From an optimization exercise on the open Yosys and OpenROAD flow, aimed at small area, a short achievable clock period and few clock cycles; shortcuts taken in it are not production practice. Where RTL was checked, it was by simulation tests only, not by an equivalence proof against the original. The clock port is modelled as an ideal driver, which makes a skipped or thinned clock tree look cheaper than it is; a real chip needs a root buffer or a tree. Power is estimated from default activity; no workload was simulated.

## MF
module MF(
	clk,
	rst_n,
	invalid,
	image_in,
	outvalid,
	image_out
);
input				clk,rst_n,invalid;
input 		[7:0]	image_in;
output	reg 		outvalid;
output	reg [7:0]	image_out;
reg			act;
reg [3:0]	row;
reg [3:0]	col;
reg			hb, hv;		 
wire last = (row == 4'd11);
wire row1_next = act & ((row == 4'd0 & col == 4'd9) | (row == 4'd1 & col != 4'd9));
always @(posedge clk or negedge rst_n) begin
	if (!rst_n) act <= 1'b0;
	else act <= (act & !last) | invalid;
end
always @(posedge clk) begin
	if (act & !last) begin
		col <= (col == 4'd9) ? 4'd0 : col + 4'd1;
		row <= (col == 4'd9) ? row + 4'd1 : row;
	end else begin
		row <= 4'd0; col <= 4'd0;
	end
end
reg			v1;
always @(posedge clk or negedge rst_n) begin
	if (!rst_n) begin
		v1 <= 1'b0; hv <= 1'b0;
	end else begin
		v1 <= act & ((row >= 4'd2) | (row == 4'd1 & col != 4'd0));
		hv <= v1;
	end
end
reg			b1;
always @(posedge clk) begin
	b1 <= (col <= 4'd1) | (row == 4'd1) | (row == 4'd10);
	hb <= b1;
end
always @(posedge clk) outvalid <= hv;
function [1:0] cmp8;
	input [7:0] a, b;
	reg [7:0] g, l;
	reg [3:0] g1, l1;
	reg [1:0] g2, l2;
	integer k;
	begin
		g = a & ~b;
		l = ~a & b;
  ...
Size in the first run: roughly 820 cells after synthesis, ~260 flip-flops, about 20 I/O pins, about 7800 um^2 of cells after synthesis.
==> flow/config.mk <==
export PLATFORM = sky130hd
export DESIGN_NAME = MF
export DESIGN_NICKNAME = MF
export VERILOG_FILES = /design/flow/design.v
export SDC_FILE = /design/flow/constraint.sdc
export NUM_CORES = 4
export LEC_CHECK = 0
export ABC_AREA = 1
export CAP_MARGIN = 20
export CORE_MARGIN = 2
export CORE_UTILIZATION = 65
export CTS_BUF_LIST = sky130_fd_sc_hd__clkbuf_16
export CTS_CLUSTER_DIAMETER = 80
export CTS_CLUSTER_SIZE = 30
export SLEW_MARGIN = 20
==> flow/constraint.sdc <==
create_clock -name core_clock -period 10.0 [get_ports {clk}]
set_input_delay 2.0000 -clock core_clock [delete_from_list [all_inputs] [get_ports {clk}]]
set_output_delay 2.0000 -clock core_clock [all_outputs]
set_load 0.01 [all_outputs]
standard.sh (not shown) runs the stock make flow with config.mk's settings and CLKGATE_MAP_FILE= SYNTH_SCRIPT=/design/flow/synth_recipe.tcl, a recipe that flattens the netlist after the stock synthesis.
==> flow/flow/run.sh <==
#!/bin/bash
set -euo pipefail
KNOBS="SETUP_SLACK_MARGIN=7.45"
bash standard.sh $KNOBS cts > orfs_flow_cts.log 2>&1
R=orfs/results/$FLOW_PLATFORM/MF/base
openroad -no_init -exit -threads "${NUM_CORES:-4}" flow/unroot.tcl > unroot.log 2>&1
bash standard.sh $KNOBS finish > orfs_flow_finish.log 2>&1
==> flow/flow/unroot.tcl <==
# After clock tree synthesis:
#  - then build the two remaining levels from inverters instead of buffers
#    (an inverter is about half a buffer's delay): every register still sees
#    two stages and an even number of inversions, so no register's clock
#    moves against another's.
set odb orfs/results/$::env(FLOW_PLATFORM)/MF/base/4_cts.odb
read_db $odb
set block [ord::get_db_block]
set port_net [[$block findBTerm clk] getNet]

proc out_net {inst} {
  foreach it [$inst getITerms] { if {[$it isOutputSignal]} { return [$it getNet] } }
  return "NULL"
}
proc loads {net} {
  set l {}
  if {$net eq "NULL" || $net eq ""} { return $l }
  foreach it [$net getITerms] { if {[$it isInputSignal]} { lappend l $it } }
  return $l
}

# 1. remove the root buffer
set roots {}
foreach it [$port_net getITerms] { lappend roots [$it getInst] }
if {[llength $roots] != 1} { puts "unroot: clock port drives [llength $roots] cells; left as is"; write_db $odb; exit 0 }
set root [lindex $roots 0]
set rnet [out_net $root]
set rloads [loads $rnet]
if {![string match "sky130_fd_sc_hd__clkbuf_*" [[$root getMaster] getName]] || [llength $rloads] > 4 || [llength [$rnet getBTerms]] > 0} {
  puts "unroot: root not removed"; write_db $odb; exit 0
}
foreach it $rloads { $it disconnect; $it connect $port_net }
puts "unroot: removed [$root getName]; clock port now drives [llength $rloads] buffers"
odb::dbInst_destroy $root
odb::dbNet_destroy $rnet

# 2. the tree must be port -> mid buffers -> leaf buffers -> registers
set mids {}
foreach it [$port_net getITerms] { lappend mids [$it getInst] }
set leaves {}
set ok 1
foreach m $mids {
  if {![string match "sky130_fd_sc_hd__clkbuf_*" [[$m getMaster] getName]]} { set ok 0 }
  foreach it [loads [out_net $m]] {
    set l [$it getInst]
    set ln [out_net $l]
    if {$ln eq "NULL"} continue   ;# a dummy load
    if {![string match "sky130_fd_sc_hd__clkbuf_*" [[$l getMaster] getName]]} { set ok 0; continue }
    lappend leaves $l
    foreach fit [loads $ln] {
      set f [$fit getInst]
      if {[[$f getMaster] getType] ne "CORE" || [string match "*clkbuf*" [[$f getMaster] getName]] || [[$fit getMTerm] getName] ne "CLK"} {
        if {[out_net $f] ne "NULL" && [llength [loads [out_net $f]]] > 0} { set ok 0 }
      }
    }
  }
}
if {!$ok} { puts "unroot: tree is not two buffer levels; buffers kept"; write_db $odb; exit 0 }

proc to_inv {block inst mname} {
  set m [[ord::get_db] findMaster $mname]
  set in_net ""; set o_net ""
  foreach it [$inst getITerms] {
    if {[$it isInputSignal]} { set in_net [$it getNet] }
    if {[$it isOutputSignal]} { set o_net [$it getNet] }
  }
  set name [$inst getName]
  set loc [$inst getLocation]
  odb::dbInst_destroy $inst
  set new [odb::dbInst_create $block $m ${name}_inv]
  $new setLocation [lindex $loc 0] [lindex $loc 1]
  $new setPlacementStatus PLACED
  [$new findITerm A] connect $in_net
  [$new findITerm Y] connect $o_net
}
foreach m $mids { to_inv $block $m sky130_fd_sc_hd__clkinv_16 }
foreach l $leaves { to_inv $block $l sky130_fd_sc_hd__clkinv_8 }
puts "unroot: [llength $mids] mid and [llength $leaves] leaf buffers made inverters"

# the tree's dummy loads (clock buffers that drive nothing) go
foreach inst [$block getInsts] {
  if {![string match "sky130_fd_sc_hd__clkbuf_*" [[$inst getMaster] getName]]} continue
  set o [out_net $inst]
  if {$o ne "NULL" && [llength [loads $o]] > 0} continue
  set inn ""
  foreach it [$inst getITerms] { if {[$it isInputSignal]} { set inn [$it getNet] } }
  if {$inn eq "" || $inn eq "NULL" || [$inn getSigType] ne "CLOCK"} continue
  puts "unroot: removed dummy load [$inst getName]"
  odb::dbInst_destroy $inst
  if {$o ne "NULL"} { odb::dbNet_destroy $o }
}

# 3. the input port buffers: plain small buffers instead of delay cells
set n 0
foreach bt [$block getBTerms] {
  if {[$bt getIoType] ne "INPUT" || [$bt getName] eq "clk"} continue
  foreach it [[$bt getNet] getITerms] {
    set b [$it getInst]
    if {[string match "sky130_fd_sc_hd__*dly*" [[$b getMaster] getName]]} {
      $b swapMaster [[ord::get_db] findMaster sky130_fd_sc_hd__buf_2]
      incr n
    }
  }
}
puts "unroot: $n input port buffers made buf_2"
detailed_placement
check_placement
write_db $odb
Testbench counts at the start, summed over its fixed seeds: cycles 14,592.
==> next run, changes <==
Settings changed: ABC_AREA 1 to 0, CTS_CLUSTER_DIAMETER 80 to 60, CTS_CLUSTER_SIZE 30 to 24.
What happened: The new run went through all stages and came out clean; wire length falls by roughly a tenth; first-iteration DRC count falls by well over a third; clock power rises by roughly a tenth; critical path depth is unchanged; final area falls slightly; worst setup slack degrades by 8.6 ps; total power falls by a few percent; sequential share of layout area rises by 1.1 points; area after synthesis falls by a few percent.
==> next run, changes <==
--- a/flow/flow/unroot.tcl
+++ b/flow/flow/unroot.tcl
@@ -80,13 +79,0 @@
-# the tree's dummy loads (clock buffers that drive nothing) go
-foreach inst [$block getInsts] {
-  if {![string match "sky130_fd_sc_hd__clkbuf_*" [[$inst getMaster] getName]]} continue
-  set o [out_net $inst]
-  if {$o ne "NULL" && [llength [loads $o]] > 0} continue
-  set inn ""
-  foreach it [$inst getITerms] { if {[$it isInputSignal]} { set inn [$it getNet] } }
-  if {$inn eq "" || $inn eq "NULL" || [$inn getSigType] ne "CLOCK"} continue
-  puts "unroot: removed dummy load [$inst getName]"
-  odb::dbInst_destroy $inst
-  if {$o ne "NULL"} { odb::dbNet_destroy $o }
-}
-
Settings changed: ABC_AREA 0 to 1, CTS_CLUSTER_DIAMETER 60 to 80, CTS_CLUSTER_SIZE 24 to 30.
Synthesized area climbs by 3.3%.
Final area is higher by 1.9%.
Maximum frequency is higher by 0.33%.
Via count went up by 26%.
Clock power shrinks by 7.7%.
Worst setup slack improved by 8.6 ps.
Clock skew is lower by 18 ps.
Sequential power stays flat.
==> next run, changes <==
--- a/flow/flow/run.sh
+++ b/flow/flow/run.sh
@@ -3 +3 @@
-KNOBS="SETUP_SLACK_MARGIN=7.45"
+KNOBS="SETUP_SLACK_MARGIN=7.2"
--- a/flow/flow/unroot.tcl
+++ b/flow/flow/unroot.tcl
@@ -79,0 +80,13 @@
+# the tree's dummy loads (clock buffers that drive nothing) go
+foreach inst [$block getInsts] {
+  if {![string match "sky130_fd_sc_hd__clkbuf_*" [[$inst getMaster] getName]]} continue
+  set o [out_net $inst]
+  if {$o ne "NULL" && [llength [loads $o]] > 0} continue
+  set inn ""
+  foreach it [$inst getITerms] { if {[$it isInputSignal]} { set inn [$it getNet] } }
+  if {$inn eq "" || $inn eq "NULL" || [$inn getSigType] ne "CLOCK"} continue
+  puts "unroot: removed dummy load [$inst getName]"
+  odb::dbInst_destroy $inst
+  if {$o ne "NULL"} { odb::dbNet_destroy $o }
+}
+
Settings changed: ABC_AREA 1 to 0.
Outcome: Total power goes down by 8.4%. Hold slack stays flat. Cell count came out lower by 23%.
In the first and fourth runs of this note the design's own scripts or RTL, not TritonCTS, make the clock network.

---

== build 61 ==
MF, a different RTL version from the one above (not shown whole).
For scale: ~650 cells after synthesis, roughly 20 I/O pins, roughly 0.0079 sq mm of cells after synthesis.
clock: 10.0 ns
lec_check: 0
cap_margin: 20
core_margin: 2
core_utilization: 75
cts_buf_list: sky130_fd_sc_hd__clkbuf_16
cts_cluster_diameter: 80
cts_cluster_size: 30
slew_margin: 20
==> flow/flow/run.sh <==
#!/bin/bash
set -euo pipefail
bash standard.sh SETUP_SLACK_MARGIN=7.2 finish > orfs_flow.log 2>&1
Build 61 ran to completion and came out clean on the timing, DRC and antenna checks.
## Diff of input files: build 66 against build 61
Settings: swapping 75 for 65 in CORE_UTILIZATION.
### Flow results
- Build 66: PASS, flow complete, no timing, DRC or antenna violations
- Build 66 against build 61: final period demand of the worst path went down by 0.015 ns; largest net degree at the start of global routing was more or less identical.
- Build 66 and build 61 ended up with roughly the same data arrival at the endpoint of the critical path.
- Build 66 vs build 61 — total power dropped about 2.5%.
- Looking at termination of the worst setup path, the image_out[0] result is from build 61; the image_out[1] one comes from build 66.
- The core outline area in build 61 is 0.863 times that in build 66.
- Build 66 vs. build 61: reported net switching power now smaller, async set-reset flop share out of synthesis comparable.
Input-level comparison between build 31 and build 66:
Settings: a change of CORE_UTILIZATION from 65 to 85.
Notes after the runs:
- Compared to build 66, build 31 has transition at the pin with the smallest max-transition slack 0.21 ns lower.
- Taking build 66 as the reference, in build 31 count of inserted antenna diode cells moved up; net switching fraction of the power moved up.
- CTS clock-pin slew for the worst setup and hold paths up 0.02 ns in build 31 wrt build 66
- Post-detailed-route wirelength per cell ends up lower on build 66.
- Global-route usage on build 31 is up relative to build 66.
- Compared build 66 against build 31; number of clock buffers inserted by TritonCTS within noise.
- Destination of the critical timing path: outvalid -> build 31, image_out[1] -> build 66
- Wire length, build 66 and build 31, lower one = build 66.
Function was not checked in any run of this note: the RTL went through the layout flow alone.

[afterwards: timing with drivers on the ports]
Ports are ideal in the flow. The routed layouts listed here were re-timed in OpenROAD.
Step 1: set_driving_cell puts a clkbuf_16 on clk and a buf_2 on each other input, an assumption about the parent block.
Step 2 adds t to the input delays and takes it off the output delays; t is the mean of the earliest and latest rising clock arrival at the registers after step 1. Input paths then give back, and output paths get back, about the clock's delay inside the block.
Three values: ideal ports, drivers, drivers and shift; two values: the first two.
run	t, ns	slack for setup (ns)	clock arrival spread, ns	worst register clock-pin slew, ns	worst slew at a driven data input, ns
the first run of note 1	0.307	7.357 / 7.240 / 7.405	0.024 / 0.024	0.11 / 0.11	0.04
the second run of note 1	0.315	7.349 / 7.234 / 7.545	0.032 / 0.032	0.09 / 0.09	0.03
the third run of note 1	0.309	7.357 / 7.242 / 7.401	0.018 / 0.017	0.11 / 0.11	0.04
the fourth run of note 1	0.308	7.371 / 7.253 / 7.487	0.023 / 0.025	0.11 / 0.11	0.03
build 61	0.506	7.088 / 7.044 / 6.694	0.031 / 0.031	0.11 / 0.11	0.04
build 66	0.500	7.103 / 7.064 / 6.799	0.026 / 0.026	0.11 / 0.11	0.03
build 31	0.520	7.054 / 7.015 / 6.572	0.045 / 0.045	0.12 / 0.12	0.07
After both steps setup and hold are still met in every run listed. The setup slack of build 31, which loses most, moves by -0.039 ns with the drivers and by -0.482 ns with both steps.
